What follows belongs to an exercise in optimizing a design on an open flow for small area and a short achievable clock period; a production flow would make more cautious choices.
In this exercise RTL edits were held to simulation tests only and were not proved equivalent to the original.

// question_6
module question_6(
    input clk,
    input rst,
    input signed [15:0] x,
    output reg signed [15:0] y
);
Settings: LEC_CHECK=0, CAP_MARGIN=20, CORE_MARGIN=2, CORE_UTILIZATION=40, SETUP_SLACK_MARGIN=2.9, SLEW_MARGIN=20, TNS_END_PERCENT=100; clock period 5.0 ns.
standard.sh (not shown) runs the stock make flow with config.mk's settings and CLKGATE_MAP_FILE= SYNTH_SCRIPT=/design/flow/synth_recipe.tcl, a recipe that flattens the netlist after the stock synthesis.
==> flow/flow/run.sh <==
#!/bin/bash
set -euo pipefail
W=$(pwd)
R=$W/orfs/results/$FLOW_PLATFORM/question_6/base
LIB=$FLOW_HOME/platforms/$FLOW_PLATFORM/lib/sky130_fd_sc_hd__tt_025C_1v80.lib

bash standard.sh synth > $W/log_1_standard_synth.txt 2>&1
cp $R/1_2_yosys.v $W/standard_synth.v

WORK=$W LIB_FILE=$LIB yosys -c flow/synth_map.tcl > $W/log_2_own_synth_yosys.txt 2>&1

# the registers must be those of the standard synthesis: same names, same cells
regs() { grep -oE 'sky130_fd_sc_hd__df[a-z0-9_]+ +[^ ]+' "$1" | sed -E 's/_[0-9]+ / /' | sort; }
regs $W/standard_synth.v > $W/regs_standard.txt
regs $W/own_synth.v > $W/regs_own.txt
if ! cmp -s $W/regs_standard.txt $W/regs_own.txt; then
  echo "registers differ from the standard synthesis" >&2
  diff $W/regs_standard.txt $W/regs_own.txt >&2 || true
  exit 1
fi

cp $W/own_synth.v $R/1_2_yosys.v
rm -f $R/1_synth.odb $R/1_synth.sdc

export BUFFER_PORTS_ARGS="-buffer_cell sky130_fd_sc_hd__buf_2"
export CTS_ARGS="-sink_clustering_enable -repair_clock_nets -buf_list sky130_fd_sc_hd__clkbuf_2 -root_buf sky130_fd_sc_hd__clkbuf_4 -sink_clustering_buffer sky130_fd_sc_hd__clkbuf_2 -sink_clustering_size 16 -dont_use_dummy_load"
bash standard.sh finish > $W/log_3_standard_layout.txt 2>&1
Other scripts of this flow, unchanged in this note and not shown: flow/flow/q6_cells.v, flow/flow/synth_map.tcl
The starting point completed with no timing, DRC or antenna violations.
Rerun with:
--- a/flow/flow/run.sh
+++ b/flow/flow/run.sh
@@ -24,4 +24,4 @@
 
 export BUFFER_PORTS_ARGS="-buffer_cell sky130_fd_sc_hd__buf_2"
-export CTS_ARGS="-sink_clustering_enable -repair_clock_nets -buf_list sky130_fd_sc_hd__clkbuf_2 -root_buf sky130_fd_sc_hd__clkbuf_4 -sink_clustering_buffer sky130_fd_sc_hd__clkbuf_2 -sink_clustering_size 16 -dont_use_dummy_load"
+export CTS_ARGS="-sink_clustering_enable -buf_list sky130_fd_sc_hd__clkbuf_4 -root_buf sky130_fd_sc_hd__clkbuf_8 -sink_clustering_size 16 -dont_use_dummy_load"
 bash standard.sh finish > $W/log_3_standard_layout.txt 2>&1
Settings changed: SETUP_SLACK_MARGIN 2.9 to 2.7.
Outcome: Cell count shrinks by 1.9%. First-iteration DRC count drops by 0.74%. Wire length shrinks by 2.7%. Setup slack degrades by 0.13 ns. Register-to-register slack degrades by 0.09 ns. Sequential share of layout area grows by 1.9 points. Clock-buffer cell count is unchanged. Critical path depth came out lower by 2. Cell area decreases by 6.8%. Core utilization shrinks by 3.3 points.
Rerun with:
--- a/flow/flow/run.sh
+++ b/flow/flow/run.sh
@@ -24,4 +24,4 @@
 
 export BUFFER_PORTS_ARGS="-buffer_cell sky130_fd_sc_hd__buf_2"
-export CTS_ARGS="-sink_clustering_enable -buf_list sky130_fd_sc_hd__clkbuf_4 -root_buf sky130_fd_sc_hd__clkbuf_8 -sink_clustering_size 16 -dont_use_dummy_load"
+export CTS_ARGS="-sink_clustering_enable -repair_clock_nets -buf_list sky130_fd_sc_hd__clkbuf_4 -root_buf sky130_fd_sc_hd__clkbuf_8 -sink_clustering_size 16 -dont_use_dummy_load"
 bash standard.sh finish > $W/log_3_standard_layout.txt 2>&1
Settings changed: SETUP_SLACK_MARGIN 2.7 to 2.6.
Area after synthesis is unchanged.
Worst setup slack gets worse by 0.051 ns.
Rerun with:
--- a/flow/flow/run.sh
+++ b/flow/flow/run.sh
@@ -24,4 +24,4 @@
 
 export BUFFER_PORTS_ARGS="-buffer_cell sky130_fd_sc_hd__buf_2"
-export CTS_ARGS="-sink_clustering_enable -repair_clock_nets -buf_list sky130_fd_sc_hd__clkbuf_4 -root_buf sky130_fd_sc_hd__clkbuf_8 -sink_clustering_size 16 -dont_use_dummy_load"
+export CTS_ARGS="-sink_clustering_enable -repair_clock_nets -buf_list sky130_fd_sc_hd__clkbuf_2 -root_buf sky130_fd_sc_hd__clkbuf_4 -sink_clustering_buffer sky130_fd_sc_hd__clkbuf_2 -sink_clustering_size 10 -dont_use_dummy_load"
 bash standard.sh finish > $W/log_3_standard_layout.txt 2>&1
Settings changed: SETUP_SLACK_MARGIN 2.6 to 2.7.
The new run passed the timing, DRC and antenna checks.
Worst setup slack improves by 0.058 ns.
Register-to-register slack is about the same.
Wire length is about the same.
Final cell count hardly moves.
Area after synthesis stays the same.
Die area is unchanged.
Utilization is lower by 0.48 points.
Fmax is higher by about 2.7%.
Global-route usage is lower by 0.53 points.

---

== job 101 ==
The RTL this note starts from:
==> flow/design.v <==
module pg3_pre (
    input  [15:0] a,
    input  [15:0] b,
    output [15:0] p,
    output [15:0] g,
    output [15:0] o
);
    assign p = a ^ b;
    assign g = a & b;
    assign o = a | b;
endmodule
module pg3_post #(parameter INV = 0) (
    input  [15:0] p,
    input  [15:0] g,
    input  [15:0] o,
    input  [15:0] ci,
    output [15:0] s,
    output [15:0] c
);
    wire [15:0] cc = INV ? ~ci : ci;
    assign s = p ^ cc;
    assign c = (cc & o) | (~cc & g);
endmodule
module add16 (
    input  [15:0] a,
    input  [15:0] b,
    output [15:0] s
);
    assign s = a + b;
endmodule
module question_6(
    input clk,
    input rst,
    input signed [15:0] x,
    output reg signed [15:0] y
);
    reg signed [15:0] s1, s2, s3;
    wire [15:0] y_sh1 = {y[15], y[15:1]};
    wire [15:0] y_sh2 = {y[15], y[15], y[15:2]};
    wire [15:0] p1, g1, o1, p2, g2, o2;
    wire [15:0] ss1, cc1, ss2, cc2;
    wire [15:0] y_n, s1_n, s2_n;
    pg3_pre pre1 (.a(s2), .b(y_sh1), .p(p1), .g(g1), .o(o1));
    pg3_pre pre2 (.a(s3), .b(y_sh2), .p(p2), .g(g2), .o(o2));
    pg3_post #(.INV(1)) post1 (.p(p1), .g(g1), .o(o1), .ci(x), .s(ss1), .c(cc1));
    pg3_post #(.INV(0)) post2 (.p(p2), .g(g2), .o(o2), .ci(x), .s(ss2), .c(cc2));
    add16 add_y  (.a(x),   .b(s1),                .s(y_n));
    add16 add_s1 (.a(ss1), .b({cc1[14:0], 1'b1}), .s(s1_n));
    add16 add_s2 (.a(ss2), .b({cc2[14:0], 1'b0}), .s(s2_n));
    always @(posedge clk or posedge rst) begin
        if (rst) begin
            s1 <= 16'sd0;
            s2 <= 16'sd0;
            s3 <= 16'sd0;
            y  <= 16'sd0;
        end else begin
            y  <= y_n;
            s1 <= s1_n;
            s2 <= s2_n;
            s3 <= y;
        end
    end
endmodule
clock: 5.0 ns
lec_check: 0
cap_margin: 20
core_margin: 2
core_utilization: 40
setup_slack_margin: 0.5
slew_margin: 20
tns_end_percent: 100
==> flow/flow/run.sh <==
#!/bin/bash
# Own flow: the standard synthesis, then the combinational logic re-mapped by
# ABC with a delay target (flow/remap.tcl), then the standard layout steps.
# Each tool's output goes to a log file of its own in this folder.
set -euo pipefail
W=$(pwd)
R=$W/orfs/results/$FLOW_PLATFORM/question_6/base
D=$(cat flow/abc_delay_ps)

bash standard.sh synth > $W/log_1_standard_synth.txt 2>&1
cp $R/1_2_yosys.v $W/standard_synth.v

sed "s/{D}/$D/g" flow/abc_remap.script > $W/abc_remap.script
printf "set_driving_cell sky130_fd_sc_hd__buf_1\nset_load 5\n" > $W/abc_remap.constr
REMAP_IN=$W/standard_synth.v REMAP_OUT=$W/remap.v REMAP_SCRIPT=$W/abc_remap.script \
REMAP_CONSTR=$W/abc_remap.constr \
LIB_FILE=$FLOW_HOME/platforms/$FLOW_PLATFORM/lib/sky130_fd_sc_hd__tt_025C_1v80.lib \
  yosys -c flow/remap.tcl > $W/log_2_remap_yosys.txt 2>&1
# keep only the top module (the cell definitions were read from the library)
awk -v top="$FLOW_TOP" '$1=="module" && index($2, top "(")==1 {f=1} f{print} /^endmodule/{f=0}' $W/remap.v.all > $W/remap.v
cp $W/remap.v $R/1_2_yosys.v
rm -f $R/1_synth.odb $R/1_synth.sdc

bash standard.sh finish > $W/log_3_standard_layout.txt 2>&1
==> flow/flow/abc_delay_ps <==
1300
==> flow/flow/abc_remap.script <==
strash
dch
map -D {D}
topo
stime -c
buffer -c
upsize -c -D {D}
dnsize -c -D {D}
stime -c
Other scripts of this flow, unchanged in this note and not shown: flow/flow/remap.tcl
Edits applied to the flow inputs when going from job 101 to job 102:
- putting CTS_CLUSTER_SIZE at 24 where nothing was set
- swapping 0.5 for 2.6 in SETUP_SLACK_MARGIN
- putting CTS_BUF_LIST at sky130_fd_sc_hd__clkbuf_8 where nothing was set
--- a/flow/flow/run.sh
+++ b/flow/flow/run.sh
@@ -22,3 +22,5 @@
 rm -f $R/1_synth.odb $R/1_synth.sdc
 
+export BUFFER_PORTS_ARGS="-buffer_cell sky130_fd_sc_hd__buf_2"
+export CTS_ARGS="-sink_clustering_enable -repair_clock_nets -buf_list sky130_fd_sc_hd__clkbuf_4 -root_buf sky130_fd_sc_hd__clkbuf_8 -sink_clustering_size 16 -dont_use_dummy_load"
 bash standard.sh finish > $W/log_3_standard_layout.txt 2>&1
==> flow/flow/abc_delay_ps <==
1400
==> flow/flow/abc_remap.script <==
strash
dch
map -D {D}
strash
dch
map -D {D}
topo
stime -c
buffer -c
upsize -c -D {D}
dnsize -c -D {D}
Findings:
- Every stage of the flow completed for job 102, and the final layout passed the timing, DRC and antenna checks.
- In the reports for job 102 and job 101, the smaller total die area belongs to job 102.
- Job 102 — met2 routing resource usage after global routing 0.80 points lower, job 101 as reference
- On met2 routed wirelength, the lower figure sits with job 101, not job 102.
- Looking at job 102 and job 101, the number of stages on the worst hold path is a wash.
- Taking job 101 as the reference point, the synthesized area of job 102 falls by 95 um^2.
- The share of cell area taken by flip-flops and latches of job 102 falls short of that of job 101 by 1.2 points.
- Compared with job 101, in job 102 area share of buffers outside the clock network moved up, sequential cell area level.

afterwards: timing with drivers on the ports:
The results above use ideal ports. As a check the final layouts listed here were re-extracted and re-timed, cells and wires unchanged.
Step 1: set_driving_cell puts a clkbuf_16 on clk and a buf_2 on each other input, an assumption about the parent block.
Step 2 also shifts input and output timing later by t, the mid clock arrival at the registers, as if the neighbouring blocks saw the same clock.
a / b / c = ideal ports / drivers / drivers and shift; a / b = the first two.
run | t (ns) | slack for setup (ns) | slew at the worst register clock pin (ns)
the first run of note 1 | 0.407 | 2.951 / 2.930 / 2.546 | 0.11 / 0.11
the second run of note 1 | 0.372 | 2.819 / 2.833 / 2.461 | 0.08 / 0.08
the third run of note 1 | 0.376 | 2.768 / 2.768 / 2.401 | 0.07 / 0.07
the fourth run of note 1 | 0.435 | 2.827 / 2.799 / 2.406 | 0.12 / 0.12
job 101 | 0.378 | 1.947 / 1.965 / 1.588 | 0.06 / 0.06
job 102 | 0.384 | 2.614 / 2.603 / 2.219 | 0.07 / 0.07
After both steps setup and hold are still met in every run listed. For the fourth run of note 1, which loses most, drivers alone change the setup slack by -0.028 ns; drivers and shift together by -0.421 ns.
